Context: an optimization exercise on an open-source flow, tuned for a short achievable clock period and few clock cycles. The choices shown serve that exercise and are no tape-out recipe. Only simulation tests tie the RTL to the original design; equivalence was not proved. No activity file was given, so power comes from the tool's default toggle rates.

<file path="design.v">
module sm_register
#(
    parameter WIDTH = 1
)
(
    input                        clk,
    input      [ WIDTH - 1 : 0 ] d,
    output reg [ WIDTH - 1 : 0 ] q
);
    always @ (posedge clk)
        q <= d;
endmodule
module sm_register_c
#(
    parameter WIDTH = 1
)
(
    input                        clk,
    input                        rst_n,
    input      [ WIDTH - 1 : 0 ] d,
    output reg [ WIDTH - 1 : 0 ] q
);
    localparam RESET = { WIDTH { 1'b0 } };
    always @ (posedge clk or negedge rst_n)
        if(~rst_n)
            q <= RESET;
        else
            q <= d;
endmodule
module sm_register_we
#(
    parameter WIDTH = 1
)
(
    input                        clk,
    input                        rst_n,
    input                        we,
    input      [ WIDTH - 1 : 0 ] d,
    output reg [ WIDTH - 1 : 0 ] q
);
    localparam RESET = { WIDTH { 1'b0 } };
    always @ (posedge clk or negedge rst_n)
        if(~rst_n)
            q <= RESET;
        else
            if(we) q <= d;
endmodule
module sm_register_cs
#(
    parameter WIDTH = 1
)
(
    input                        clk,
    input                        rst_n,
    input                        clr_n,
    input      [ WIDTH - 1 : 0 ] d,
    output     [ WIDTH - 1 : 0 ] q
);
    localparam RESET = { WIDTH { 1'b0 } };
    wire [ WIDTH - 1 : 0 ] dc = ~clr_n ? RESET : d;
    sm_register_c #(WIDTH) r_cs (clk, rst_n, dc, q);
endmodule
module sm_register_wes
#(
    parameter WIDTH = 1
)
(
    input                        clk,
    input                        rst_n,
    input                        clr_n,
    input                        we,
    input      [ WIDTH - 1 : 0 ] d,
    output     [ WIDTH - 1 : 0 ] q
);
    localparam RESET = { WIDTH { 1'b0 } };
    wire [ WIDTH - 1 : 0 ] dc = ~clr_n ? RESET : d;
    sm_register_we #(WIDTH) r_cs (clk, rst_n, we, dc, q);
endmodule
module sm_cpu
(
    input           clk,         
    input           rst_n,       
    input   [ 4:0]  regAddr,     
    output  [31:0]  regData,     
    output  [31:0]  imAddr,      
    input   [31:0]  imData,      
    output  [31:0]  dmAddr,      
    output          dmWe,        
    output  [31:0]  dmWData,     
    output          dmValid,     
    input           dmReady,     
    input   [31:0]  dmRData      
);
    wire        pcSrc;
    wire [ 1:0] pcExc;
    wire        regDst;
    wire        regWrite;
    wire        aluSrc;
    wire        aluZero;
    wire [ 2:0] aluControl;
    wire        memToReg;
    wire        memWrite;
    wire        memAccess;
    wire        hz_stall;
    wire        hz_mem_en;
    wire [31:0] pc;
    wire [31:0] pcBranch;
    wire [31:0] pcNext  = pc + 4;
    wire [31:0] pc_new;
    wire [31:0] pc_flow = ~pcSrc ? pcNext : pcBranch;
    sm_register_we #(32) r_pc(clk ,rst_n, ~hz_stall, pc_new, pc);
    assign imAddr = pc >> 2;   
    wire [31:0] instr = imData;
    wire [31:0] rd0;
    assign regData = (regAddr != 0) ? rd0 : pc;
    wire [ 4:0] a3  = regDst ? instr[15:11] : instr[20:16];
    wire [31:0] rd1;
    wire [31:0] rd2;
    wire [31:0] wd3;
    sm_register_file rf
    (
        .clk        ( clk          ),
        .a0         ( regAddr      ),
        .a1         ( instr[25:21] ),
        .a2         ( instr[20:16] ),
        .a3         ( a3           ),
        .rd0        ( rd0          ),
        .rd1        ( rd1          ),
        .rd2        ( rd2          ),
        .wd3        ( wd3          ),
        .we3        ( regWrite     )
    );
    wire [31:0] signImm = { {16 { instr[15] }}, instr[15:0] };
    assign pcBranch = pcNext + (signImm << 2);
    wire [31:0] aluResult;
    wire [31:0] srcB = aluSrc ? signImm : rd2;
    sm_alu alu
    (
        .srcA       ( rd1          ),
        .srcB       ( srcB         ),
        .oper       ( aluControl   ),
        .shift      ( instr[10:6 ] ),
        .zero       ( aluZero      ),
        .result     ( aluResult    )
    );
    assign dmWe = memWrite;
    assign dmAddr = aluResult;
    assign dmWData = rd2;
    assign dmValid = hz_mem_en;
    wire        cw_cpzToReg;
    wire        cw_cpzRegWrite;
    wire        cp0_ExcAsync;        
    wire        cp0_ExcSync;         
    wire        cw_cpzExcEret;       
    wire        excRiFound;          
    wire        cw_epcSrc;
    wire        cw_branch;           
    sm_control sm_control
    (
        .cmdOper    ( instr[31:26] ),
        .cmdRegS    ( instr[25:21] ),
        .cmdFunk    ( instr[ 5:0 ] ),
        .aluZero    ( aluZero      ),
        .pcSrc      ( pcSrc        ),
        .pcExc      ( pcExc        ),
        .regDst     ( regDst       ),
        .regWrite   ( regWrite     ),
        .aluSrc     ( aluSrc       ),
        .aluControl ( aluControl   ),
        .memWrite   ( memWrite     ),
        .memToReg   ( memToReg     ),
        .memAccess  ( memAccess    ),
        .branch     ( cw_branch    ),
        .cw_cpzToReg    ( cw_cpzToReg    ),
        .cw_cpzRegWrite ( cw_cpzRegWrite ),
        .cw_cpzExcEret  ( cw_cpzExcEret  ),
        .excAsync       ( cp0_ExcAsync   ),
        .excSync        ( cp0_ExcSync    ),
        .cw_epcSrc      ( cw_epcSrc      ),
        .excRiFound     ( excRiFound     )
    );
    wire [31:0] cp0_EPC;                     
    wire [31:0] cp0_ExcHandler;              
    wire [ 4:0] cp0_regNum = instr[15:11];   
    wire [ 2:0] cp0_regSel = instr[ 2:0 ];   
    wire [31:0] cp0_regRD;                   
    wire [31:0] cp0_regWD   = rd2;           
    wire        cp0_TI;                      
    wire [ 5:0] cp0_ExcIP = { cp0_TI, 5'b0 };  
    wire        cp0_ExcRI   = excRiFound;    
    wire        cp0_ExcOv   = 1'b0;          
    wire        cp0_ExcAsyncRq;              
    wire [31:0] cp0_PC = cw_epcSrc ? pc : pc_flow;
    sm_cpz sm_cpz
    (
        .clk            ( clk            ),
        .rst_n          ( rst_n          ),
        .cp0_PC         ( cp0_PC         ),
        .cp0_EPC        ( cp0_EPC        ),
        .cp0_ExcHandler ( cp0_ExcHandler ),
        .cp0_ExcAsyncReq( cp0_ExcAsyncRq ),
        .cp0_ExcAsyncAck( cp0_ExcAsyncRq ),
        .cp0_ExcAsync   ( cp0_ExcAsync   ),
        .cp0_ExcSync    ( cp0_ExcSync    ),
        .cp0_ExcEret    ( cw_cpzExcEret  ),
        .cp0_regNum     ( cp0_regNum     ),
        .cp0_regSel     ( cp0_regSel     ),
        .cp0_regRD      ( cp0_regRD      ),
        .cp0_regWD      ( cp0_regWD      ),
        .cp0_regWE      ( cw_cpzRegWrite ),
        .cp0_ExcIP      ( cp0_ExcIP      ),
        .cp0_ExcRI      ( cp0_ExcRI      ),
        .cp0_ExcOv      ( cp0_ExcOv      ),
        .cp0_TI         ( cp0_TI         )
    );
    assign wd3 = memToReg    ? dmRData   :
                ( cw_cpzToReg ? cp0_regRD : aluResult );
    assign pc_new = pcExc == 2'b01  ?  cp0_ExcHandler :
                    pcExc == 2'b10 ?  cp0_EPC        :
                   pc_flow;
    wire memWait;
    wire memAccessStart    = ~memWait &  memAccess;
    wire memAccessDone     =  memWait &  dmReady;
    wire memAccessProgress =  memWait & ~dmReady;
    wire memWait_new = memAccessStart ? 1 :  
                       memAccessDone  ? 0 :  
                       memWait;
    sm_register_c r_memWait(clk ,rst_n, memWait_new, memWait);
    assign hz_stall  = memAccessStart | memAccessProgress;
    assign hz_mem_en = memAccessStart;
endmodule
module sm_control
(
    input      [5:0] cmdOper,
    input      [4:0] cmdRegS,
    input      [5:0] cmdFunk,
    input            aluZero,
    output           pcSrc,
    output     [1:0] pcExc,
    output reg       regDst,
    output reg       regWrite,
    output reg       aluSrc,
    output reg [2:0] aluControl,
    output reg       memWrite,
    output reg       memToReg,
    output reg       memAccess,
    output reg       branch,
    output reg       cw_cpzToReg,
    output reg       cw_cpzRegWrite,
    output reg       cw_cpzExcEret,
    input            excAsync,
    input            excSync,
    output           cw_epcSrc,
    output reg       excRiFound      
);
    reg          condZero;
    assign pcSrc = branch & (aluZero == condZero);
    assign cw_epcSrc = excSync;
    wire   exception = excAsync | excSync;
    assign pcExc = exception      ? 2'b01  :
                   cw_cpzExcEret  ? 2'b10 : 2'b00;
    always @ (*) begin
        branch      = 1'b0;
        condZero    = 1'b0;
        regDst      = 1'b0;
        regWrite    = 1'b0;
        aluSrc      = 1'b0;
        aluControl  = 3'b000;
        memWrite    = 1'b0;
        memToReg    = 1'b0;
        memAccess   = 1'b0;
        cw_cpzToReg    = 1'b0;
        cw_cpzRegWrite = 1'b0;
        cw_cpzExcEret  = 1'b0;
        excRiFound  = 1'b0;
        casez( {cmdOper,cmdFunk, cmdRegS} )
            default               : excRiFound = 1'b1;
            { 6'b000000,  6'b100001, 5'b????? } : begin regDst = 1'b1; regWrite = 1'b1; aluControl = 3'b000;  end
            { 6'b000000,  6'b100101,   5'b????? } : begin regDst = 1'b1; regWrite = 1'b1; aluControl = 3'b001;   end
            { 6'b000000,  6'b000010,  5'b????? } : begin regDst = 1'b1; regWrite = 1'b1; aluControl = 3'b011;  end
            { 6'b000000,  6'b000000,  5'b????? } : begin regDst = 1'b1; regWrite = 1'b1; aluControl = 3'b110;  end
            { 6'b000000,  6'b101011, 5'b????? } : begin regDst = 1'b1; regWrite = 1'b1; aluControl = 3'b100; end
            { 6'b000000,  6'b100011, 5'b????? } : begin regDst = 1'b1; regWrite = 1'b1; aluControl = 3'b101; end
            { 6'b001001, 6'b??????,  5'b????? } : begin regWrite = 1'b1; aluSrc = 1'b1; aluControl = 3'b000;  end
            { 6'b001111,   6'b??????,  5'b????? } : begin regWrite = 1'b1; aluSrc = 1'b1; aluControl = 3'b010;  end
            { 6'b100011,    6'b??????,  5'b????? } : begin regWrite = 1'b1; aluSrc = 1'b1; aluControl = 3'b000; 
                                                  memToReg = 1'b1; memAccess = 1'b1; end
            { 6'b101011,    6'b??????,  5'b????? } : begin memWrite = 1'b1; aluSrc = 1'b1; aluControl = 3'b000; 
                                                  memAccess = 1'b1; end
            { 6'b000100,   6'b??????,  5'b????? } : begin branch = 1'b1; condZero = 1'b1; aluControl = 3'b101; end
            { 6'b000101,   6'b??????,  5'b????? } : begin branch = 1'b1; aluControl = 3'b101; end
            { 6'b010000, 6'b??????, 5'b00000 } : begin cw_cpzToReg = 1'b1; regWrite = 1'b1; end
            { 6'b010000, 6'b??????, 5'b00100 } : begin cw_cpzRegWrite = 1'b1; end
            { 6'b010000, 6'b011000, 5'b10000   } : begin cw_cpzExcEret  = 1'b1; end
            { 6'b000000,  6'b000000,  5'b00000    } : ;
        endcase
    end
endmodule
module sm_alu
(
    input  [31:0] srcA,
    input  [31:0] srcB,
    input  [ 2:0] oper,
    input  [ 4:0] shift,
    output        zero,
    output reg [31:0] result
);
    always @ (*) begin
        case (oper)
            default   : result = srcA + srcB;
            3'b000  : result = srcA + srcB;
            3'b001   : result = srcA | srcB;
            3'b010  : result = (srcB << 16);
            3'b011  : result = srcB >> shift;
            3'b110  : result = srcB << shift;
            3'b100 : result = (srcA < srcB) ? 1 : 0;
            3'b101 : result = srcA - srcB;
        endcase
    end
    assign zero   = (result == 0);
endmodule
module sm_register_file
(
    input         clk,
    input  [ 4:0] a0,
    input  [ 4:0] a1,
    input  [ 4:0] a2,
    input  [ 4:0] a3,
    output [31:0] rd0,
    output [31:0] rd1,
    output [31:0] rd2,
    input  [31:0] wd3,
    input         we3
);
    reg [31:0] rf [31:0];
        assign rd0 = ( a0 == 5'b0      ) ? 32'b0 :
                     ( a0 == a3 && we3 ) ? wd3   : rf [a0];
        assign rd1 = ( a1 == 5'b0      ) ? 32'b0 :
                     ( a1 == a3 && we3 ) ? wd3   : rf [a1];
        assign rd2 = ( a2 == 5'b0      ) ? 32'b0 :
                     ( a2 == a3 && we3 ) ? wd3   : rf [a2];
    always @ (posedge clk)
        if(we3) rf [a3] <= wd3;
endmodule
module sm_cpz
(
    input         clk,
    input         rst_n,
    input  [31:0] cp0_PC,            
    output [31:0] cp0_EPC,           
    output [31:0] cp0_ExcHandler,    
    output        cp0_ExcAsyncReq,  
    input         cp0_ExcAsyncAck,
    output        cp0_ExcAsync,   
    output        cp0_ExcSync,    
    input         cp0_ExcEret,       
    input  [ 4:0] cp0_regNum,        
    input  [ 2:0] cp0_regSel,        
    output [31:0] cp0_regRD,         
    input  [31:0] cp0_regWD,         
    input         cp0_regWE,         
    input  [ 5:0] cp0_ExcIP,         
    input         cp0_ExcRI,         
    input         cp0_ExcOv,         
    output        cp0_TI             
);
    assign cp0_ExcHandler = 32'h100;
    wire [31:0] cp0_Status;          
    wire [ 7:0] cp0_StatusIM;        
    wire        cp0_StatusEXL;       
    wire        cp0_StatusIE;        
    wire [31:0] cp0_Cause;           
    wire        cp0_CauseTI;         
    wire        cp0_CauseDC;         
    wire [ 7:0] cp0_CauseIP;         
    wire [ 4:0] cp0_CauseExcCode;    
    wire [31:0] cp0_Compare;         
    wire [31:0] cp0_Count;           
    assign cp0_Status = {   16'b0,
                            cp0_StatusIM, 
                            6'b0, 
                            cp0_StatusEXL, 
                            cp0_StatusIE 
                        };
    assign cp0_Cause  = {   1'b0, 
                            cp0_CauseTI, 
                            2'b0, 
                            cp0_CauseDC, 
                            11'b0, 
                            cp0_CauseIP, 
                            1'b0, 
                            cp0_CauseExcCode, 
                            2'b0 
                        };
    wire cp0_Status_sel  =  (cp0_regNum == 5'd12)
                         && (cp0_regSel == 3'd0);
    wire cp0_Cause_sel   =  (cp0_regNum == 5'd13)
                         && (cp0_regSel == 3'd0);
    wire cp0_EPC_sel     =  (cp0_regNum == 5'd14)
                         && (cp0_regSel == 3'd0);
    wire cp0_Compare_sel =  (cp0_regNum == 5'd11)
                         && (cp0_regSel == 3'd0);
    wire cp0_Count_sel   =  (cp0_regNum == 5'd9)
                         && (cp0_regSel == 3'd0);
    assign cp0_regRD =  cp0_Compare_sel ? cp0_Compare : (
                        cp0_Count_sel   ? cp0_Count   : (
                        cp0_Status_sel  ? cp0_Status  : (
                        cp0_Cause_sel   ? cp0_Cause   : (
                        cp0_EPC_sel     ? cp0_EPC     : 32'b0 ))));
    wire        cp0_Compare_load  = cp0_Compare_sel & cp0_regWE;
    sm_register_we #(32) r_cp0_Compare(clk, rst_n, cp0_Compare_load, cp0_regWD, cp0_Compare);
    wire        cp0_Count_load  = cp0_Count_sel  & cp0_regWE;
    wire [31:0] cp0_Count_new   = cp0_Count_load ? cp0_regWD : cp0_Count + 1;
    wire        cp0_Count_we    = cp0_Count_load | ~cp0_CauseDC;
    sm_register_we #(32) r_cp0_Count(clk, rst_n, cp0_Count_we, cp0_Count_new, cp0_Count);
    wire cp0_Status_load = (cp0_regWE && cp0_Status_sel);
    wire cp0_StatusIE_new = cp0_regWD [0];
    sm_register_we r_cp0_StatusIE(clk, rst_n, cp0_Status_load, cp0_StatusIE_new, cp0_StatusIE);
    wire [ 7:0] cp0_StatusIM_new = cp0_regWD [15:8];
    sm_register_we #(8) r_cp0_StatusIM(clk, rst_n, cp0_Status_load, cp0_StatusIM_new, cp0_StatusIM);
    assign cp0_ExcAsyncReq =  |(cp0_CauseIP & cp0_StatusIM) & ~cp0_StatusEXL;
    wire cp0_RequestForSync  = cp0_ExcRI | cp0_ExcOv;
    wire cp0_StatusEXL_new = cp0_Status_load ? cp0_regWD [1] :
                             cp0_ExcEret     ? 1'b0          :
                             cp0_StatusEXL | cp0_ExcAsyncAck | cp0_RequestForSync;
    sm_register_c  r_cp0_StatusEXL(clk, rst_n, cp0_StatusEXL_new, cp0_StatusEXL);
    assign cp0_ExcAsync = cp0_ExcAsyncAck     & ~cp0_StatusEXL;
    assign cp0_ExcSync  = cp0_RequestForSync  & ~cp0_StatusEXL;
    wire cp0_ExcRequest = cp0_ExcAsync | cp0_ExcSync;
    wire cp0_Cause_load = (cp0_regWE && cp0_Cause_sel);
    wire cp0_CauseDC_next = cp0_regWD [27];
    sm_register_we r_cp0_CauseDC(clk, rst_n, cp0_Cause_load, cp0_CauseDC_next, cp0_CauseDC);
    assign cp0_TI = cp0_CauseTI;
    wire cp0_CauseTI_next = cp0_Compare_load ? 1'b0 :
                            cp0_CauseTI      ? 1'b1 :
                            cp0_StatusIE & ~cp0_CauseDC & (cp0_Compare == cp0_Count);
    sm_register_c r_cp0_CauseTI(clk, rst_n, cp0_CauseTI_next, cp0_CauseTI);
    wire [ 7:0] cp0_CauseIP_next;
    assign cp0_CauseIP_next [1:0] = cp0_Cause_load ? cp0_regWD [9:8] : cp0_CauseIP [1:0];
    assign cp0_CauseIP_next [7:2] = cp0_ExcEret   ? 6'b0              :
                                    cp0_StatusEXL ? cp0_CauseIP [7:2] :
                                    cp0_StatusIE  ? cp0_ExcIP         : cp0_CauseIP [7:2];
    sm_register_c #(8) r_cp0_CauseIP(clk, rst_n, cp0_CauseIP_next, cp0_CauseIP);
    wire [ 4:0] cp0_CauseExcCode_next = cp0_ExcRI ? 5'h0a : (
                                        cp0_ExcOv ? 5'h0c : 5'h00 );
    sm_register_we #(5) r_cp0_CauseExcCode(clk, rst_n, cp0_ExcRequest, cp0_CauseExcCode_next, cp0_CauseExcCode);
    wire cp0_EPC_load = (cp0_regWE && cp0_EPC_sel);
    wire [31:0] cp0_EPC_next = cp0_EPC_load   ? cp0_regWD : 
                               cp0_ExcRequest ? cp0_PC    : cp0_EPC;
    sm_register_c #(32) r_cp0_epc(clk, rst_n, cp0_EPC_next, cp0_EPC);
endmodule
module sm_pcpu
(
    input           clk,         
    input           rst_n,       
    input   [ 4:0]  regAddr,     
    output  [31:0]  regData,     
    output  [31:0]  imAddr,      
    input   [31:0]  imData,      
    output  [31:0]  dmAddr,      
    output          dmWe,        
    output  [31:0]  dmWData,     
    output          dmValid,     
    input           dmReady,     
    input   [31:0]  dmRData      
);
    localparam BHT_IW = 6;
    localparam BHT_N  = 1 << BHT_IW;
    localparam RS_ADD = 0, RS_SUB = 1, RS_OR = 2, RS_SLTU = 3,
               RS_SLL = 4, RS_SRL = 5, RS_IMM = 6, RS_CP0 = 7;
    reg  [31:0] pc_F;
    reg         v_E;
    reg  [31:0] pc_E;
    reg  [31:0] pcp4_E;
    reg  [31:0] btgt_E;
    reg         pred_E;
    reg  [31:0] opA_E;
    reg  [31:0] opB_E;
    reg  [31:0] opI_E;       
    reg  [ 5:0] srcA_E;
    reg  [ 5:0] srcB_E;
    reg  [ 5:0] srcI_E;
    reg  [ 5:0] srcAn_E;
    reg  [ 5:0] srcBn_E;
    reg  [ 5:0] srcIn_E;
    reg  [31:0] imm_E;
    reg  [ 4:0] sa_E;
    reg  [ 7:0] rsel_E;
    reg  [ 3:0] kind_E;      
    reg  [ 4:0] dst_E;
    reg         rw_E;
    reg         ld_E;
    reg         st_E;
    reg         br_E;
    reg         bne_E;
    reg         mtc0_E;
    reg         eret_E;
    reg         ri_E;
    reg  [ 4:0] cp0sel_E;    
    reg         v_M;
    reg  [31:0] sum_M;
    reg  [31:0] dif_M;
    reg         slt_M;
    reg  [31:0] oth_M;
    reg  [ 3:0] kind_M;
    reg  [31:0] wd_M;
    reg  [ 4:0] dst_M;
    reg         rw_M;
    reg         ld_M;
    reg         req_M;       
    reg         we_M;        
    reg  [31:0] cp0_Count;
    reg  [31:0] cp0_Compare;
    reg  [ 7:0] cp0_StatusIM;
    reg         cp0_StatusEXL;
    reg         cp0_StatusIE;
    reg         cp0_CauseDC;
    reg         cp0_CauseTI;
    reg  [ 7:0] cp0_CauseIP;
    reg  [ 4:0] cp0_CauseExcCode;
    reg  [31:0] cp0_EPC;
    reg         v_W;
    reg  [31:0] wb_W;
    reg  [ 4:0] dst_W;
    reg         rw_W;
    reg         ld_W;
    wire hz_F;
    wire redirect_E;
    wire selBT_E, selP4_E, selH_E, selEPC_E;
    wire stall_W = v_W & ld_W & ~dmReady;
    wire stall_M = stall_W | (req_M & ~dmReady);
    wire stall_E = stall_M;
    wire stall_F = stall_E | hz_F;
    assign imAddr = pc_F >> 2;
    wire [31:0] instr_F = imData;
    wire [ 5:0] op_F  = instr_F[31:26];
    wire [ 4:0] rs_F  = instr_F[25:21];
    wire [ 4:0] rt_F  = instr_F[20:16];
    wire [ 4:0] rd_F  = instr_F[15:11];
    wire [ 4:0] sa_F  = instr_F[10:6 ];
    wire [ 5:0] fn_F  = instr_F[ 5:0 ];
    wire [15:0] imm_F = instr_F[15:0 ];
    wire [ 2:0] sel_F = instr_F[ 2:0 ];
    wire spec_F  = (op_F == 6'b000000);
    wire addu_F  = spec_F & (fn_F == 6'b100001);
    wire or_F    = spec_F & (fn_F == 6'b100101  );
    wire srl_F   = spec_F & (fn_F == 6'b000010 );
    wire sll_F   = spec_F & (fn_F == 6'b000000 );
    wire sltu_F  = spec_F & (fn_F == 6'b101011);
    wire subu_F  = spec_F & (fn_F == 6'b100011);
    wire addiu_F = (op_F == 6'b001001);
    wire lui_F   = (op_F == 6'b001111  );
    wire lw_F    = (op_F == 6'b100011   );
    wire sw_F    = (op_F == 6'b101011   );
    wire beq_F   = (op_F == 6'b000100  );
    wire bne_F   = (op_F == 6'b000101  );
    wire cop0_F  = (op_F == 6'b010000 );
    wire mfc0_F  = cop0_F & (rs_F == 5'b00000);
    wire mtc0_F  = cop0_F & (rs_F == 5'b00100);
    wire eret_F  = cop0_F & (rs_F == 5'b10000) & (fn_F == 6'b011000);
    wire rtype_F = addu_F | or_F | srl_F | sll_F | sltu_F | subu_F;
    wire br_F    = beq_F | bne_F;
    wire ri_F    = ~(rtype_F | addiu_F | lui_F | lw_F | sw_F | br_F
                   | mfc0_F | mtc0_F | eret_F);
    wire        useRs_F = addu_F | or_F | sltu_F | subu_F | addiu_F | lw_F | sw_F | br_F;
    wire        useRt_F = rtype_F | sw_F | br_F | mtc0_F;
    wire [ 4:0] dst_F   = rtype_F ? rd_F : rt_F;
    wire        wr_F    = rtype_F | addiu_F | lui_F | lw_F | mfc0_F;
    wire        rw_F    = wr_F & (dst_F != 5'b0);
    wire [ 7:0] rsel_F;
    assign rsel_F[RS_ADD ] = addu_F | addiu_F | lw_F | sw_F;
    assign rsel_F[RS_SUB ] = subu_F;
    assign rsel_F[RS_OR  ] = or_F;
    assign rsel_F[RS_SLTU] = sltu_F;
    assign rsel_F[RS_SLL ] = sll_F;
    assign rsel_F[RS_SRL ] = srl_F;
    assign rsel_F[RS_IMM ] = lui_F;
    assign rsel_F[RS_CP0 ] = mfc0_F;
    wire [ 3:0] kind_F;
    assign kind_F[0] = rsel_F[RS_ADD];
    assign kind_F[1] = rsel_F[RS_SUB];
    assign kind_F[2] = rsel_F[RS_SLTU];
    assign kind_F[3] = rsel_F[RS_OR] | rsel_F[RS_SLL] | rsel_F[RS_SRL] | rsel_F[RS_IMM] | rsel_F[RS_CP0];
    wire        immSel_F = addiu_F | lui_F | lw_F | sw_F;
    wire [31:0] sext_F   = { {16 { imm_F[15] }}, imm_F };
    wire [31:0] immv_F   = lui_F ? { imm_F, 16'b0 } : sext_F;
    wire [ 4:0] cp0sel_F;
    assign cp0sel_F[0] = (rd_F == 5'd9  ) & (sel_F == 3'd0  );
    assign cp0sel_F[1] = (rd_F == 5'd11) & (sel_F == 3'd0);
    assign cp0sel_F[2] = (rd_F == 5'd12 ) & (sel_F == 3'd0 );
    assign cp0sel_F[3] = (rd_F == 5'd13  ) & (sel_F == 3'd0  );
    assign cp0sel_F[4] = (rd_F == 5'd14    ) & (sel_F == 3'd0    );
    reg  [ 1:0] bht [0:BHT_N-1];
    wire [31:0] pcp4_F = { pc_F[31:2] + 30'd1, pc_F[1:0] };
    wire [15:0] btgtL_F;
    wire        btgtC_F;
    sm_ks_add #(16, 4) tgt_F (.a(pc_F[17:2]), .b(imm_F), .ci(1'b1), .s(btgtL_F), .co(btgtC_F));
    wire [13:0] pcH_F   = pc_F[31:18];
    wire [13:0] pcHp1_F;
    wire [13:0] pcHm1_F;
    wire        pcHp1Co_F, pcHm1Co_F;
    sm_ks_add #(14, 4) inc_F (.a(pcH_F), .b(14'h0000), .ci(1'b1), .s(pcHp1_F), .co(pcHp1Co_F));
    sm_ks_add #(14, 4) dec_F (.a(pcH_F), .b(14'h3fff), .ci(1'b0), .s(pcHm1_F), .co(pcHm1Co_F));
    wire [13:0] btgtH_F = (btgtC_F == imm_F[15]) ? pcH_F : (btgtC_F ? pcHp1_F : pcHm1_F);
    wire [31:0] btgt_F  = { btgtH_F, btgtL_F, pc_F[1:0] };
    wire        pred_F = br_F & bht[pc_F[BHT_IW+1:2]][1];
    wire [31:0] res_M = ({32{kind_M[0]}} & sum_M)
                      | ({32{kind_M[1]}} & dif_M)
                      | ({32{kind_M[2]}} & { 31'b0, slt_M })
                      | ({32{kind_M[3]}} & oth_M);
    wire        weW = v_W & rw_W & (~ld_W | dmReady);
    wire [31:0] wdW = ld_W ? dmRData : wb_W;
    wire [31:0] rf [0:31];
    assign rf[0] = 32'b0;
    genvar g;
    generate
        for (g = 1; g < 32; g = g + 1) begin : gpr
            reg [31:0] q;
            always @ (posedge clk)
                if (weW && dst_W == g)
                    q <= wdW;
            assign rf[g] = q;
        end
    endgenerate
    wire        wrM     = v_M & rw_M & ~ld_M;
    wire        wrW     = v_W & rw_W;
    wire bypMA_F = wrM & (dst_M == rs_F);
    wire bypMB_F = wrM & (dst_M == rt_F);
    wire bypWA_F = wrW & (dst_W == rs_F);
    wire bypWB_F = wrW & (dst_W == rt_F);
    wire [31:0] rsHot_F = 32'b1 << rs_F;
    wire [31:0] rtHot_F = 32'b1 << rt_F;
    reg  [31:0] rfA_F, rfB_F;
    integer r;
    always @ (*) begin
        rfA_F = 32'b0;
        rfB_F = 32'b0;
        for (r = 1; r < 32; r = r + 1) begin
            rfA_F = rfA_F | ({32{rsHot_F[r]}} & rf[r]);
            rfB_F = rfB_F | ({32{rtHot_F[r]}} & rf[r]);
        end
    end
    wire [31:0] opA_F = bypMA_F ? res_M : bypWA_F ? wdW : rfA_F;
    wire [31:0] opB_F = bypMB_F ? res_M : bypWB_F ? wdW : rfB_F;
    wire fwdA_F  = v_E & rw_E & ~ld_E & (dst_E == rs_F);
    wire fwdB_F  = v_E & rw_E & ~ld_E & (dst_E == rt_F);
    wire fwdWA_F = ~fwdA_F & v_M & rw_M & ld_M & (dst_M == rs_F);
    wire fwdWB_F = ~fwdB_F & v_M & rw_M & ld_M & (dst_M == rt_F);
    wire [ 5:0] srcA_F = { ~fwdA_F & ~fwdWA_F, fwdWA_F, {4{fwdA_F}} & kind_E };
    wire [ 5:0] srcB_F = { ~fwdB_F & ~fwdWB_F, fwdWB_F, {4{fwdB_F}} & kind_E };
    wire [ 5:0] srcI_F = immSel_F ? 6'b100000 : srcB_F;
    assign hz_F = v_E & ld_E & rw_E & ((useRs_F & (rs_F == dst_E)) | (useRt_F & (rt_F == dst_E)));
    wire [31:0] pcSeq_F  = stall_F ? pc_F : (pred_F ? btgt_F : pcp4_F);
    wire [31:0] pcNext_F = ({32{selBT_E }} & btgt_E )
                         | ({32{selP4_E }} & pcp4_E )
                         | ({32{selH_E  }} & 32'h100)
                         | ({32{selEPC_E}} & cp0_EPC)
                         | ({32{~redirect_E}} & pcSeq_F);
    always @ (posedge clk or negedge rst_n)
        if (~rst_n)
            pc_F <= 32'b0;
        else
            pc_F <= pcNext_F;
    always @ (posedge clk or negedge rst_n)
        if (~rst_n)
            v_E <= 1'b0;
        else if (~stall_E)
            v_E <= ~hz_F & ~redirect_E;
    always @ (posedge clk)
        if (~stall_E) begin
            pc_E     <= pc_F;
            pcp4_E   <= pcp4_F;
            btgt_E   <= btgt_F;
            pred_E   <= pred_F;
            opA_E    <= opA_F;
            opB_E    <= opB_F;
            opI_E    <= immSel_F ? immv_F : opB_F;
            srcA_E   <= srcA_F;
            srcB_E   <= srcB_F;
            srcI_E   <= srcI_F;
            srcAn_E  <= ~srcA_F;
            srcBn_E  <= ~srcB_F;
            srcIn_E  <= ~srcI_F;
            kind_E   <= kind_F;
            imm_E    <= immv_F;
            sa_E     <= sa_F;
            rsel_E   <= rsel_F;
            dst_E    <= dst_F;
            rw_E     <= rw_F;
            ld_E     <= lw_F;
            st_E     <= sw_F;
            br_E     <= br_F;
            bne_E    <= bne_F;
            mtc0_E   <= mtc0_F;
            eret_E   <= eret_F;
            ri_E     <= ri_F;
            cp0sel_E <= cp0sel_F;
        end
    function [31:0] opsel;
        input [ 5:0] src;
        input [31:0] sum, dif;
        input        slt;
        input [31:0] oth, ld, op;
        opsel = ({32{src[0]}} & sum)
              | ({32{src[1]}} & dif)
              | ({32{src[2]}} & { 31'b0, slt })
              | ({32{src[3]}} & oth)
              | ({32{src[4]}} & ld)
              | ({32{src[5]}} & op);
    endfunction
    wire [31:0] aL_E  = opsel( srcA_E,  sum_M, dif_M, slt_M, oth_M, dmRData, opA_E);
    wire [31:0] bL_E  = opsel( srcB_E,  sum_M, dif_M, slt_M, oth_M, dmRData, opB_E);
    wire [31:0] biL_E = opsel( srcI_E,  sum_M, dif_M, slt_M, oth_M, dmRData, opI_E);
    wire [31:0] aH_E  = opsel(~srcAn_E, sum_M, dif_M, slt_M, oth_M, dmRData, opA_E);
    wire [31:0] bH_E  = opsel(~srcBn_E, sum_M, dif_M, slt_M, oth_M, dmRData, opB_E);
    wire [31:0] biH_E = opsel(~srcIn_E, sum_M, dif_M, slt_M, oth_M, dmRData, opI_E);
    wire [31:0] a_E  = { aH_E[31:16],  aL_E[15:0]  };
    wire [31:0] b_E  = { bH_E[31:16],  bL_E[15:0]  };
    wire [31:0] bi_E = { biH_E[31:16], biL_E[15:0] };
    wire [31:0] sum_E;
    wire [31:0] dif_E;
    wire        sumCo_E;
    wire        difCo_E;
    sm_ks_add add_E (.a(a_E), .b(bi_E), .ci(1'b0), .s(sum_E), .co(sumCo_E));
    sm_ks_add sub_E (.a(a_E), .b(~b_E), .ci(1'b1), .s(dif_E), .co(difCo_E));
    wire [31:0] sll_E  = b_E << sa_E;
    wire [31:0] srl_E  = b_E >> sa_E;
    wire [31:0] cp0_Status = { 16'b0, cp0_StatusIM, 6'b0, cp0_StatusEXL, cp0_StatusIE };
    wire [31:0] cp0_Cause  = { 1'b0, cp0_CauseTI, 2'b0, cp0_CauseDC, 11'b0,
                               cp0_CauseIP, 1'b0, cp0_CauseExcCode, 2'b0 };
    wire [31:0] cp0rd_E = ({32{cp0sel_E[0]}} & cp0_Count  )
                        | ({32{cp0sel_E[1]}} & cp0_Compare)
                        | ({32{cp0sel_E[2]}} & cp0_Status )
                        | ({32{cp0sel_E[3]}} & cp0_Cause  )
                        | ({32{cp0sel_E[4]}} & cp0_EPC    );
    wire [31:0] oth_E = ({32{rsel_E[RS_OR  ]}} & (a_E | b_E))
                      | ({32{rsel_E[RS_SLL ]}} & sll_E)
                      | ({32{rsel_E[RS_SRL ]}} & srl_E)
                      | ({32{rsel_E[RS_IMM ]}} & imm_E)
                      | ({32{rsel_E[RS_CP0 ]}} & cp0rd_E);
    wire [31:0] srcV_E [0:6];
    assign srcV_E[0] = sum_M;
    assign srcV_E[1] = dif_M;
    assign srcV_E[2] = { 31'b0, slt_M };
    assign srcV_E[3] = oth_M;
    assign srcV_E[4] = dmRData;
    assign srcV_E[5] = opA_E;
    assign srcV_E[6] = opB_E;
    wire [35:0] eqm_E;
    genvar ea, eb;
    generate
        for (ea = 0; ea < 6; ea = ea + 1) begin : geqa
            for (eb = 0; eb < 6; eb = eb + 1) begin : geqb
                if (ea == eb && ea < 5) begin : same
                    assign eqm_E[ea * 6 + eb] = srcA_E[ea] & srcB_E[eb];
                end else begin : cmp
                    assign eqm_E[ea * 6 + eb] = srcA_E[ea] & srcB_E[eb]
                                              & (srcV_E[ea] == srcV_E[eb == 5 ? 6 : eb]);
                end
            end
        end
    endgenerate
    wire eq_E      = |eqm_E;
    wire cond_E    = eq_E ^ bne_E;
    wire taken_E   = br_E & cond_E;
    wire irqReq    = |(cp0_CauseIP & cp0_StatusIM) & ~cp0_StatusEXL;
    wire go_E      = v_E & ~stall_E;             
    wire ex_E      = go_E & ~irqReq;             
    wire irq_E     = go_E & irqReq;              
    wire ri_go_E   = ex_E & ri_E;
    wire eret_go_E = ex_E & eret_E;
    wire mtc0_go_E = ex_E & mtc0_E;
    wire excReq_E  = (irq_E | ri_go_E) & ~cp0_StatusEXL;
    assign selH_E    = irq_E | ri_go_E;
    assign selEPC_E  = eret_go_E;
    assign selBT_E   = ex_E & br_E & ~pred_E & cond_E;
    assign selP4_E   = ex_E & br_E &  pred_E & ~cond_E;
    assign redirect_E = selH_E | selEPC_E | selBT_E | selP4_E;
    wire cp0_Count_load   = mtc0_go_E & cp0sel_E[0];
    wire cp0_Compare_load = mtc0_go_E & cp0sel_E[1];
    wire cp0_Status_load  = mtc0_go_E & cp0sel_E[2];
    wire cp0_Cause_load   = mtc0_go_E & cp0sel_E[3];
    wire cp0_EPC_load     = mtc0_go_E & cp0sel_E[4];
    always @ (posedge clk or negedge rst_n)
        if (~rst_n) begin
            cp0_Count        <= 32'b0;
            cp0_Compare      <= 32'b0;
            cp0_StatusIM     <= 8'b0;
            cp0_StatusEXL    <= 1'b0;
            cp0_StatusIE     <= 1'b0;
            cp0_CauseDC      <= 1'b0;
            cp0_CauseTI      <= 1'b0;
            cp0_CauseIP      <= 8'b0;
            cp0_CauseExcCode <= 5'b0;
            cp0_EPC          <= 32'b0;
        end else begin
            if (cp0_Count_load)
                cp0_Count <= b_E;
            else if (~cp0_CauseDC)
                cp0_Count <= cp0_Count + 32'd1;
            if (cp0_Compare_load)
                cp0_Compare <= b_E;
            if (cp0_Status_load) begin
                cp0_StatusIE <= b_E[0];
                cp0_StatusIM <= b_E[15:8];
            end
            cp0_StatusEXL <= cp0_Status_load ? b_E[1] :
                             eret_go_E       ? 1'b0   :
                             cp0_StatusEXL | irq_E | ri_go_E;
            if (cp0_Cause_load)
                cp0_CauseDC <= b_E[27];
            cp0_CauseTI <= cp0_Compare_load ? 1'b0 :
                           cp0_CauseTI      ? 1'b1 :
                           cp0_StatusIE & ~cp0_CauseDC & (cp0_Compare == cp0_Count);
            if (cp0_Cause_load)
                cp0_CauseIP[1:0] <= b_E[9:8];
            cp0_CauseIP[7:2] <= eret_go_E     ? 6'b0 :
                                cp0_StatusEXL ? cp0_CauseIP[7:2] :
                                cp0_StatusIE  ? { cp0_CauseTI, 5'b0 } : cp0_CauseIP[7:2];
            if (excReq_E)
                cp0_CauseExcCode <= ri_go_E ? 5'h0a : 5'h00;
            if (cp0_EPC_load)
                cp0_EPC <= b_E;
            else if (excReq_E)
                cp0_EPC <= pc_E;
        end
    reg               bu_br;
    reg               bu_taken;
    reg  [BHT_IW-1:0] bu_idx;
    always @ (posedge clk or negedge rst_n)
        if (~rst_n)
            bu_br <= 1'b0;
        else
            bu_br <= ex_E & br_E;
    always @ (posedge clk) begin
        bu_taken <= cond_E;
        bu_idx   <= pc_E[BHT_IW+1:2];
    end
    generate
        for (g = 0; g < BHT_N; g = g + 1) begin : gbht
            always @ (posedge clk or negedge rst_n)
                if (~rst_n)
                    bht[g] <= 2'b10;
                else if (bu_br && bu_idx == g)
                    bht[g] <= bu_taken ? (bht[g] == 2'b11 ? 2'b11 : bht[g] + 2'b01)
                                       : (bht[g] == 2'b00 ? 2'b00 : bht[g] - 2'b01);
        end
    endgenerate
    always @ (posedge clk or negedge rst_n)
        if (~rst_n) begin
            v_M   <= 1'b0;
            req_M <= 1'b0;
            we_M  <= 1'b0;
        end else if (~stall_M) begin
            v_M   <= v_E & ~irqReq;
            req_M <= v_E & ~irqReq & (ld_E | st_E);
            we_M  <= v_E & ~irqReq & st_E;
        end
    always @ (posedge clk)
        if (~stall_M) begin
            sum_M  <= sum_E;
            dif_M  <= dif_E;
            slt_M  <= ~difCo_E;
            oth_M  <= oth_E;
            kind_M <= kind_E;
            wd_M  <= b_E;
            dst_M <= dst_E;
            rw_M  <= rw_E;
            ld_M  <= ld_E;
        end
    assign dmValid = req_M;
    assign dmWe    = we_M;
    assign dmAddr  = sum_M;
    assign dmWData = wd_M;
    always @ (posedge clk or negedge rst_n)
        if (~rst_n)
            v_W <= 1'b0;
        else if (~stall_W)
            v_W <= v_M & ~stall_M;
    always @ (posedge clk)
        if (~stall_W) begin
            wb_W  <= res_M;
            dst_W <= dst_M;
            rw_W  <= rw_M;
            ld_W  <= ld_M;
        end
    wire [31:0] dbg [0:31];
    assign dbg[0] = pc_F;
    generate
        for (g = 1; g < 32; g = g + 1) begin : gdbg
            assign dbg[g] = rf[g];
        end
    endgenerate
    reg [ 2:0] regGrp_q;
    reg [31:0] regPart_q [0:7];
    reg [31:0] regData_q;
    integer j;
    always @ (posedge clk) begin
        regGrp_q <= regAddr[4:2];
        for (j = 0; j < 8; j = j + 1)
            regPart_q[j] <= dbg[{ j[2:0], regAddr[1:0] }];
        regData_q <= regPart_q[regGrp_q];
    end
    assign regData = regData_q;
endmodule
module sm_ks_add
#(
    parameter W = 32,
    parameter L = 5          
)
(
    input  [W-1:0] a,
    input  [W-1:0] b,
    input          ci,
    output [W-1:0] s,
    output         co
);
    wire [W-1:0] p0 = a ^ b;
    wire [W-1:0] g0 = a & b;
    wire [W-1:0] gl [0:L];
    wire [W-1:0] pl [0:L];
    assign gl[0] = { g0[W-1:1], g0[0] | (p0[0] & ci) };
    assign pl[0] = p0;
    genvar l, k;
    generate
        for (l = 0; l < L; l = l + 1) begin : lvl
            for (k = 0; k < W; k = k + 1) begin : bitk
                if (k >= (1 << l)) begin : comb
                    assign gl[l+1][k] = gl[l][k] | (pl[l][k] & gl[l][k - (1 << l)]);
                    assign pl[l+1][k] = pl[l][k] & pl[l][k - (1 << l)];
                end else begin : pass
                    assign gl[l+1][k] = gl[l][k];
                    assign pl[l+1][k] = pl[l][k];
                end
            end
        end
    endgenerate
    wire [W:0] c = { gl[L], ci };
    assign s  = p0 ^ c[W-1:0];
    assign co = c[W];
endmodule
</file>
<file path="flow/run.sh">
#!/bin/bash
# Own layout flow: the standard synthesis, unchanged, then the standard flow's
# standard layout (standard.sh) with two differences:
#  - the port buffers are inserted as sky130_fd_sc_hd__buf_4 instead of the
#    delay buffer that buffer_ports picks by default;
#  - delay cells (clkdlybuf4s*, dlygate4sd*, dlymetal6s*) are added to the
#    platform's don't-use list (flow/dont_use.txt repeats the platform's own
#    list first), so timing repair sizes with real buffers.
# Each make run's full output goes to its own log in the work folder; ORFS
# also keeps each tool's log under orfs/logs/.
set -euo pipefail
DU="$(cat flow/dont_use.txt)"
bash standard.sh synth > synth.log 2>&1
bash standard.sh "DONT_USE_CELLS=$DU" "BUFFER_PORTS_ARGS=-buffer_cell sky130_fd_sc_hd__buf_4" finish > layout.log 2>&1
test -s out/final.def
</file>
<file path="flow/dont_use.txt">
sky130_fd_sc_hd__probe_p_8 sky130_fd_sc_hd__probec_p_8 sky130_fd_sc_hd__lpflow_bleeder_1 sky130_fd_sc_hd__lpflow_clkbufkapwr_1 sky130_fd_sc_hd__lpflow_clkbufkapwr_16 sky130_fd_sc_hd__lpflow_clkbufkapwr_2 sky130_fd_sc_hd__lpflow_clkbufkapwr_4 sky130_fd_sc_hd__lpflow_clkbufkapwr_8 sky130_fd_sc_hd__lpflow_clkinvkapwr_1 sky130_fd_sc_hd__lpflow_clkinvkapwr_16 sky130_fd_sc_hd__lpflow_clkinvkapwr_2 sky130_fd_sc_hd__lpflow_clkinvkapwr_4 sky130_fd_sc_hd__lpflow_clkinvkapwr_8 sky130_fd_sc_hd__lpflow_decapkapwr_12 sky130_fd_sc_hd__lpflow_decapkapwr_3 sky130_fd_sc_hd__lpflow_decapkapwr_4 sky130_fd_sc_hd__lpflow_decapkapwr_6 sky130_fd_sc_hd__lpflow_decapkapwr_8 sky130_fd_sc_hd__lpflow_inputiso0n_1 sky130_fd_sc_hd__lpflow_inputiso0p_1 sky130_fd_sc_hd__lpflow_inputiso1n_1 sky130_fd_sc_hd__lpflow_inputiso1p_1 sky130_fd_sc_hd__lpflow_inputisolatch_1 sky130_fd_sc_hd__lpflow_isobufsrc_1 sky130_fd_sc_hd__lpflow_isobufsrc_16 sky130_fd_sc_hd__lpflow_isobufsrc_2 sky130_fd_sc_hd__lpflow_isobufsrc_4 sky130_fd_sc_hd__lpflow_isobufsrc_8 sky130_fd_sc_hd__lpflow_isobufsrckapwr_16 sky130_fd_sc_hd__lpflow_lsbuf_lh_hl_isowell_tap_1 sky130_fd_sc_hd__lpflow_lsbuf_lh_hl_isowell_tap_2 sky130_fd_sc_hd__lpflow_lsbuf_lh_hl_isowell_tap_4 sky130_fd_sc_hd__lpflow_lsbuf_lh_isowell_4 sky130_fd_sc_hd__lpflow_lsbuf_lh_isowell_tap_1 sky130_fd_sc_hd__lpflow_lsbuf_lh_isowell_tap_2 sky130_fd_sc_hd__lpflow_lsbuf_lh_isowell_tap_4 sky130_fd_sc_hd__clkdlybuf4s15_1 sky130_fd_sc_hd__clkdlybuf4s15_2 sky130_fd_sc_hd__clkdlybuf4s18_1 sky130_fd_sc_hd__clkdlybuf4s18_2 sky130_fd_sc_hd__clkdlybuf4s25_1 sky130_fd_sc_hd__clkdlybuf4s25_2 sky130_fd_sc_hd__clkdlybuf4s50_1 sky130_fd_sc_hd__clkdlybuf4s50_2 sky130_fd_sc_hd__dlygate4sd1_1 sky130_fd_sc_hd__dlygate4sd2_1 sky130_fd_sc_hd__dlygate4sd3_1 sky130_fd_sc_hd__dlymetal6s2s_1 sky130_fd_sc_hd__dlymetal6s4s_1 sky130_fd_sc_hd__dlymetal6s6s_1 
</file>
<file path="standard.sh">
#!/bin/bash
# synth_recipe.tcl (not shown) runs the flow's synth.tcl, then flattens the netlist and writes it again
# the make line also repeats each setting of config.mk as NAME=value (left out here)
make -C /OpenROAD-flow-scripts/flow DESIGN_CONFIG=/design/flow/config.mk WORK_HOME=/design/flow/orfs CLKGATE_MAP_FILE= SYNTH_SCRIPT=/design/flow/synth_recipe.tcl "${@:-finish}"
</file>
<file path="config.mk">
export PLATFORM = sky130hd
export DESIGN_NAME = sm_pcpu
export DESIGN_NICKNAME = sm_pcpu
export VERILOG_FILES = /design/flow/design.v
export SDC_FILE = /design/flow/constraint.sdc
export NUM_CORES = 4
export LEC_CHECK = 0
export ABC_CLOCK_PERIOD_IN_PS = 1000
export CAP_MARGIN = 20
export CORE_MARGIN = 2
export CORE_UTILIZATION = 35
export PLACE_DENSITY = 0.65
export SETUP_SLACK_MARGIN = 3.0
export SLEW_MARGIN = 20
export TNS_END_PERCENT = 100
</file>
<file path="constraint.sdc">
create_clock -name core_clock -period 6.5 [get_ports {clk}]
set_input_delay 1.3000 -clock core_clock [delete_from_list [all_inputs] [get_ports {clk}]]
set_output_delay 1.3000 -clock core_clock [all_outputs]
set_load 0.01 [all_outputs]
</file>
==> key figures, run 1 <==
Run status
  • Status: timing/DRC/antenna clean

CTS
  • CTS Buffer Depth: 4
  • Total clock sinks: approximately 2000
  • Worst-path clk slew: around 0.06 ns
  • Root buffer cell: clkbuf_16
  • Worst-skew pair later-pin latency: 1.00 ns
  • CTS tree: built
  • CTS Hold Bufs: 0
  • Total CTS buffers: around 230
  • H-tree depth: 4

STA
  • Max Slew Vio Count: 0
  • RSZ-0062 raised after global routing: yes
  • Worst Setup Slack, final: between 2 and 3 ns
  • Final setup fails: 0
  • Shortest period the worst path allows: roughly 4.0 ns
  • Worst-Margin Slew: around 1.3 ns
  • Final hold slack: 0.363 ns
  • Period utilization: approximately three fifths
  • Final hold vios: 0
  • Setup Skew: around 0.14 ns
  • Final setup TNS: 0 ns
  • Slew margin rel.: between 10% and 20%
  • Peak Freq: approximately 0.25 GHz

Floorplan
  • Initial Utilization: 35.2%
  • Die area: between 300000 and 400000 um2
  • Die width: approximately 560 um
  • Core box area: slightly above 300000 um2
  • Die Ht: ~560 um
  • Core Rows: a little over 200
  • I/O pin cnt: between 200 and 250

Power and ir drop
  • Power per cell area: around 460 nW/um2
  • Pleak: 49.3 nW
  • Final Power: 61.5 mW
  • Worst vdd ir: ~250 uV

Synthesis
  • Distinct cells, synth: 100
  • Syn_area_per_cell: between 10 and 15 um2
  • Async set-reset flop share out of synthesis: 13.7%
  • Mapped cell area: between 100000 and 150000 um2
  • Register area share after synthesis: between 50% and 60%
  • Count of state elements after synthesis: just over 2000
  • Cells after synthesis: ~9500
  • Yosys warns: 6
  • EDFF count, synth: 1457
  • Predominant post-synthesis flop cell: edfxtp_1

Final layout
  • Final core occ: approximately 44%
  • Largest regs: gpr.q (992), regPart_q (256), bht (128)
  • Largest Register: gpr.q
  • Nets: ~11000
  • Commonest non-fill, non-tap cell in the layout: edfxtp_1
  • Max reg flops: 992
  • Final cell count without fillers: 15100
  • Most frequent cells in the layout: edfxtp_1, nand2_1, a22oi_1
  • Area Growth Syn to Fin: 25.5%
  • Fill cells: roughly 28000
  • Fin area: ~130000 um2
  • Layout cells sized above 1: about a quarter

Routing
  • Average wire per standard cell: 44.4 um
  • Wire length on met2: 265000 um
  • # DRC: 0
  • Top Metal Used: met5
  • Drt first-iter violations: approximately 23000
  • First-pass DRT Iterations: 15
  • Antenna violation net count after detailed routing: 0
  • Wire length on met1: ~220000 um
  • Routed vias/inst: 6.99
  • Metal3 WL: 105000 um
  • Vias: 105000
  • Routed Wire Length: between 600000 and 700000 um

Global route
  • Initial antenna violation count: 73
  • First-pass GRT wire length: 875000 um
  • Grt ovf: 0
  • Number of global-route vias before repair: 97200
  • Largest net degree at the start of global routing: ~110
  • Gr usage total: about two fifths

Placement
  • Cells after DPL: ~13000
  • Placement Cell Area: ~120000 um2
  • PortBufs: between 150 and 200
  • Post-DP HPWL: roughly 430000 um
  • Pre-CTS setup slack: roughly 0.87 ns
  • Routability cong.: between 1 and 1.5

Critical path
  • Crit path DAT: 4.63 ns
  • Worst path most repeated cell: a21o_1
  • Critical path endpoint category: flip-flop
  • Worst-path cell chain: clkinvlp_4 -> buf_2 -> buf_1 -> a222oi_1 -> o221ai_1 -> ha_1 -> a21o_1 -> a21o_1 -> or4_1 -> a31oi_2 -> xnor2_1
  • Max incr delay on CP: 0.50 ns
  • CP max FO: 11
  • Slowest-stage cell, CP: a222oi_1
  • Worst EP required: around 7.1 ns
  • Flop2flop setup slack: between 2 and 3 ns
  • Crit path launch type: flip-flop
  • Critical path type: reg2reg

Job
  • Max_cap viols: 0

Hold path
  • HP Class: in2async
[routing by layer]
layer / GRT usage, % / vias up
met1: 48.2 / 51800
li1: - / 39300
met5: 1.54 / -
met2: 57.2 / 10800
met4: 36.0 / 60
met3: 18.9 / 3476
[synthesized netlist by cell type, types with 11 or more instances]
| library cell | count | area, um2 |
|---|---|---|
| a222oi_1 | 164 | 1640 |
| or3_1 | 68 | 425 |
| and3_1 | 55 | 344 |
| o21ai_1 | 23 | 115 |
| a211oi_1 | 45 | 338 |
| nor2b_1 | 62 | 388 |
| edfxtp_1 | 1457 | 43800 |
| dfrtp_1 | 214 | 5360 |
| nor3b_1 | 12 | 90.1 |
| o221ai_1 | 84 | 736 |
| a2bb2o_1 | 12 | 120 |
| o21a_1 | 18 | 135 |
| nor2_1 | 660 | 2480 |
| a221oi_1 | 175 | 1530 |
| nand3b_1 | 18 | 135 |
| a2bb2oi_1 | 11 | 96.3 |
| and2_1 | 47 | 294 |
| xnor2_1 | 238 | 2080 |
| buf_2 | 140 | 701 |
| xor2_1 | 456 | 3990 |
| mux2_2 | 86 | 968 |
| inv_1 | 257 | 965 |
| nand2b_1 | 41 | 257 |
| mux2i_1 | 169 | 1690 |
| o211ai_1 | 26 | 195 |
| o21ai_0 | 256 | 1280 |
| a22o_1 | 151 | 1320 |
| mux4_2 | 272 | 6130 |
| a21o_1 | 57 | 428 |
| buf_1 | 85 | 319 |
| dfstp_2 | 64 | 1680 |
| a21oi_1 | 446 | 2230 |
| clkbuf_1 | 571 | 2140 |
| o31ai_1 | 18 | 135 |
| dfxtp_1 | 298 | 5970 |
| nand2_1 | 759 | 2850 |
| or2_2 | 61 | 382 |
| nor4_1 | 177 | 1110 |
| nand3_1 | 249 | 1250 |
| nand4_1 | 192 | 1200 |
| nor3_1 | 156 | 781 |
| a31oi_1 | 39 | 244 |
| a22oi_1 | 735 | 5520 |
| o22ai_1 | 66 | 413 |
| ha_1 | 118 | 1480 |
[kinds of logic (layout without fill, tap and decap cells)]
kind of cell	after synthesis	count (layout)	share of synthesized area, %
buffers and inverters	1070	2456	3.95
other	1	71	0.00349
and+or+nand+nor	2598	2611	11.5
muxes	530	530	8.22
DFF	2033	2033	52.8
adders and majority gates	121	121	1.43
xor gates and xnor gates	694	694	5.65
AOI/OAI and AO/OA	2455	2457	16.5
[final timing paths]
path | start | end | cells after the start
hold / removal | rst_n | bht[16][0] | 1
min in group core_clock | pc_E[7] | bu_idx[5] | 0
setup reg to reg | srcAn_E[5] | sum_M[31] | 11
setup / recovery | srcAn_E[5] | sum_M[31] | 11
hold reg to reg | pc_E[7] | bu_idx[5] | 0
max in group asynchronous | rst_n | pc_F[5] | 2
[worst max-delay path: cells and delay by family, from the launching register on]
kind / cells / cell delay (ns)
xor gates and xnor gates: 1 / 0.08
AOI/OAI and AO/OA: 5 / 1.55
and+or+nand+nor: 1 / 0.48
DFF: 1 / 0.47
adders and majority gates: 1 / 0.50
buffers and inverters: 3 / 0.67
[power breakdown]
part | internal [mW] | switching, mW | leakage [nW]
registers | 17.5 | 2.20 | 20.0
clock network | 7.87 | 5.79 | 3.70
logic | 9.72 | 18.4 | 25.6
[cell type report]
| class | count | area (um2) | share of cell area (%) |
|---|---|---|---|
| antenna | 69 | 173 | 0.128 |
| clock buffer | 317 | 6270 | 4.65 |
| clock inverter | 103 | 1360 | 1.00 |
| inverter | 264 | 1120 | 0.828 |
| multi-input combinational | 6415 | 50900 | 37.7 |
| sequential | 2033 | 56800 | 42.1 |
| tap | 4100 | 5130 | 3.80 |
| timing repair buffer | 1772 | 13200 | 9.81 |
[repair_timing]
| item | CTS | global route |
|---|---|---|
| endpoints found under the setup margin | 356 | 1113 |
| gates resized for setup | 531 | 413 |
| gates cloned | 16 | 7 |
| buffers inserted | 860 | 224 |
| pin swaps | 226 | 212 |
Testbench counts, summed over its fixed seeds: cycles 73,081.
==> inputs of run 2 (changes only) <==
--- a/config.mk
+++ b/config.mk
@@ -10,5 +10,5 @@
 export CORE_MARGIN = 2
-export CORE_UTILIZATION = 35
-export PLACE_DENSITY = 0.65
-export SETUP_SLACK_MARGIN = 3.0
+export CORE_UTILIZATION = 30
+export PLACE_DENSITY = 0.55
+export SETUP_SLACK_MARGIN = 2.8
 export SLEW_MARGIN = 20
==> key figures, run 2 <==
Final layout
  • Layout cells sized above 1: 23.7% (-1.7 points)
  • Storage element area: 56800 um2 (about the same)
  • Fin area: 134000 um2 (-0.95%)
  • Largest Register: gpr.q
  • Nets: 10700 (-1.6%)
  • Most frequent cells in the layout: edfxtp_1, nand2_1, a22oi_1
  • Fill cells: 34300 (+21%)
  • Area occupied by multi-input gates: 49800 um2 (-2.1%)
  • Area Growth Syn to Fin: 24.3%
  • Final core occ: 37.5% (-6.6 points)
  • Max reg flops: 992 (unchanged)
  • Largest regs: gpr.q (992), regPart_q (256), bht (128)
  • Commonest non-fill, non-tap cell in the layout: edfxtp_1

STA
  • Period utilization: 62.2% (+0.70 points)
  • Shortest period the worst path allows: 4.04 ns (+0.0456 ns)
  • Final setup fails: 0 (unchanged)
  • Setup Skew: 0.117 ns (-0.0216 ns)
  • Worst-Margin Slew: 1.25 ns (-0.0183 ns)
  • Slew margin rel.: 16.8% (+1.2 points)
  • RSZ-0062 raised after global routing: yes
  • Final setup TNS: 0 ns (unchanged)
  • Final hold slack: 0.335 ns (-0.0279 ns)
  • Peak Freq: 0.247 GHz (-1.1%)
  • Final hold vios: 0 (unchanged)
  • Max Slew Vio Count: 0 (unchanged)

CTS
  • Total CTS buffers: 237 (+4.9%)
  • Total clock sinks: 2033 (unchanged)
  • Worst-skew pair later-pin latency: 1.04 ns (+0.04 ns)
  • Worst-path clk slew: 0.06 ns (about the same)
  • CTS Buffer Depth: 4 (unchanged)
  • CTS tree: built
  • H-tree depth: 4 (unchanged)
  • Root buffer cell: clkbuf_16
  • CTS Hold Bufs: 0 (unchanged)

Synthesis
  • Count of state elements after synthesis: 2033 (unchanged)
  • Top post-synthesis cells by area: edfxtp_1, mux4_2, dfxtp_1
  • Most common cell in the synthesized netlist: edfxtp_1
  • Register area share after synthesis: 52.8% (unchanged)
  • Predominant post-synthesis flop cell: edfxtp_1
  • Cells after synthesis: 9502 (unchanged)
  • Post-synth top cells: edfxtp_1, nand2_1, a22oi_1, nor2_1, clkbuf_1
  • Top-area cell type share of the netlist area: 40.7% (unchanged)
  • Top cell type by total area after synthesis: edfxtp_1
  • Mapped cell area: 108000 um2 (unchanged)
  • Distinct cells, synth: 100 (unchanged)
  • EDFF count, synth: 1457 (unchanged)
  • Yosys warns: 6 (unchanged)
  • Syn_area_per_cell: 11.3 um2 (unchanged)
  • Async set-reset flop share out of synthesis: 13.7% (unchanged)

Routing
  • Vias: 104000 (-0.95%)
  • # DRC: 0 (unchanged)
  • Average wire per standard cell: 44.5 um (+0.23%)
  • Wire length on met1: 237000 um (+5.7%)
  • Routed Wire Length: 694000 um (+3.5%)
  • First-pass DRT Iterations: 16 (+1)
  • Metal3 WL: 97400 um (-7.1%)
  • Drt first-iter violations: 21900 (-3.1%)
  • Antenna violation net count after detailed routing: 0 (unchanged)
  • Wire length on met2: 286000 um (+8.0%)
  • Routed vias/inst: 6.71 (-4.1%)
  • Top Metal Used: met5

Critical path
  • Crit path launch type: input pin
  • Slowest-stage cell, CP: and2_4
  • Worst path bufs/invs: 2 (-1)
  • Worst-path cell chain: buf_6 -> nor2b_4 -> and2_4 -> buf_2 -> a22oi_1 -> nand3_1 -> nor4_1 -> a2bb2o_1 -> mux2i_2 -> nor2_1 -> a211oi_1
  • Crit-path leading delay family: simple AND/OR/NAND/NOR gates
  • Critical path type: in2reg
  • Worst EP required: 7.27 ns (+0.14 ns)
  • CP max FO: 18 (+7)
  • Critical path endpoint category: flip-flop
  • Crit path DAT: 4.82 ns (+0.19 ns)
  • Max incr delay on CP: 0.62 ns (+0.12 ns)

Floorplan
  • Core Rows: 219 (+7.9%)
  • Die Ht: 603 um (+8.0%)
  • Die area: 363000 um2 (+17%)
  • Core box area: 356000 um2 (+17%)
  • I/O pin cnt: 202 (unchanged)
  • Initial Utilization: 30.2% (-5.0 points)
  • Die width: 603 um (+8.0%)

Global route
  • First-pass GRT wire length: 892000 um (+2.0%)
  • Gr usage total: 36.2% (-5.3 points)
  • Largest net degree at the start of global routing: 156 (+47%)
  • Initial antenna violation count: 87 (+19%)
  • Number of global-route vias before repair: 95400 (-1.9%)
  • Grt ovf: 0 (unchanged)

Job
  • Max_cap viols: 0 (unchanged)

Power and ir drop
  • Power per cell area: 460 nW/um2 (+1.0%)
  • Pleak: 48.5 nW (-1.5%)
  • Final Power: 61.5 mW (about the same)
  • Worst vdd ir: 284 uV (+12%)

Placement
  • Post-DP HPWL: 438000 um (+2.5%)
  • PortBufs: 199 (unchanged)
  • Routability cong.: 1.06 (-3.4%)
  • Placement Cell Area: 116000 um2 (+0.48%)

Run status
  • Status: timing/DRC/antenna clean

Hold path
  • HP Class: in2async
## run 2: cells by family (layout without fill, tap and decap cells)
group           count (synthesis)  in the layout  synth area share [%]
flops                        2033           2033                  52.8
xor+xnor                      694            694                  5.65
compound gates               2455           2456                  16.5
fa+ha+maj                     121            121                  1.43
mux                           530            530                  8.22
buf+inv                      1070           2298                  3.95
simple gates                 2598           2614                  11.5
other cells                     1             73               0.00349
## run 2: worst paths after layout
kind	to	start	cells after the start	slack [ns]
max in group asynchronous	pc_F[6]	rst_n	2	4.67
min in group core_clock	regGrp_q[1]	regAddr[3]	1	0.36
min reg2reg	bu_idx[3]	pc_E[5]	0	0.37
min	req_M	rst_n	1	0.34
max	opI_E[0]	imData[17]	11	2.46
max reg2reg	sum_M[30]	sum_M[13]	14	2.49
## run 2: layout make-up
| class | count | area share, % |
|---|---|---|
| Antenna cell | 71 | 0.133 |
| Clock buffer | 310 | 4.84 |
| Clock inverter | 137 | 1.12 |
| Inverter | 264 | 0.797 |
| Multi-Input combinational cell | 6417 | 37.2 |
| Sequential cell | 2033 | 42.5 |
| Tap cell | 4751 | 4.45 |
| Timing Repair Buffer | 1587 | 8.95 |
## run 2: metrics by stage
stage	instances	worst slack (ns)
CTS	15300	2.52
global route	15500	2.51
floorplan	9503	-1.93
global placement	14100	0.446
finish	15600	2.46
detailed placement	14100	1.05
## run 2: where the power goes
part           internal, mW  switching (mW)  total [mW]
registers              17.5            2.12        19.6
logic                  9.41            18.4        27.8
clock network          7.98            6.11        14.1
total                  34.9            26.7        61.5
## run 2: per-layer routing
metal,track usage (%),up-vias
met5,0.806,-
met4,28.9,64
met3,13.9,3289
met2,52.7,10400
met1,42.4,51800
li1,-,38900
## run 2: repair_timing
item                       in CTS  in global routing
buffers inserted              720                217
pin swaps                     140                131
setup endpoints to repair     302                229
gates cloned                    3                 17
gates resized for setup       273                303

## separate check: timing with driven ports
No port has a modelled driver above. Below, the same layouts with a new extraction and two added sets of constraints.
Step 1: set_driving_cell puts a clkbuf_16 on clk and a buf_2 on each other input, an assumption about the parent block.
Step 2 moves the port delays by t, midway between the first and last clock arrival at a register: inputs arrive t later, outputs are due t later. That takes back most of the time a late clock gives input paths.
Three values: no drivers, after step 1, after step 2; two values: the first two.
| run | t, ns | slack for setup (ns) | latest minus earliest clock arrival (ns) | worst slew at a driven data input, ns |
|---|---|---|---|---|
| run 1 | 1.034 | 2.504 / 2.504 / 1.735 | 0.144 / 0.144 | 0.11 |
| run 2 | 1.102 | 2.458 / 2.485 / 1.383 | 0.136 / 0.136 | 0.26 |
After both steps every run listed still meets setup and hold. The setup slack of run 2, which loses most, moves by +0.027 ns with the drivers and by -1.075 ns with both steps.
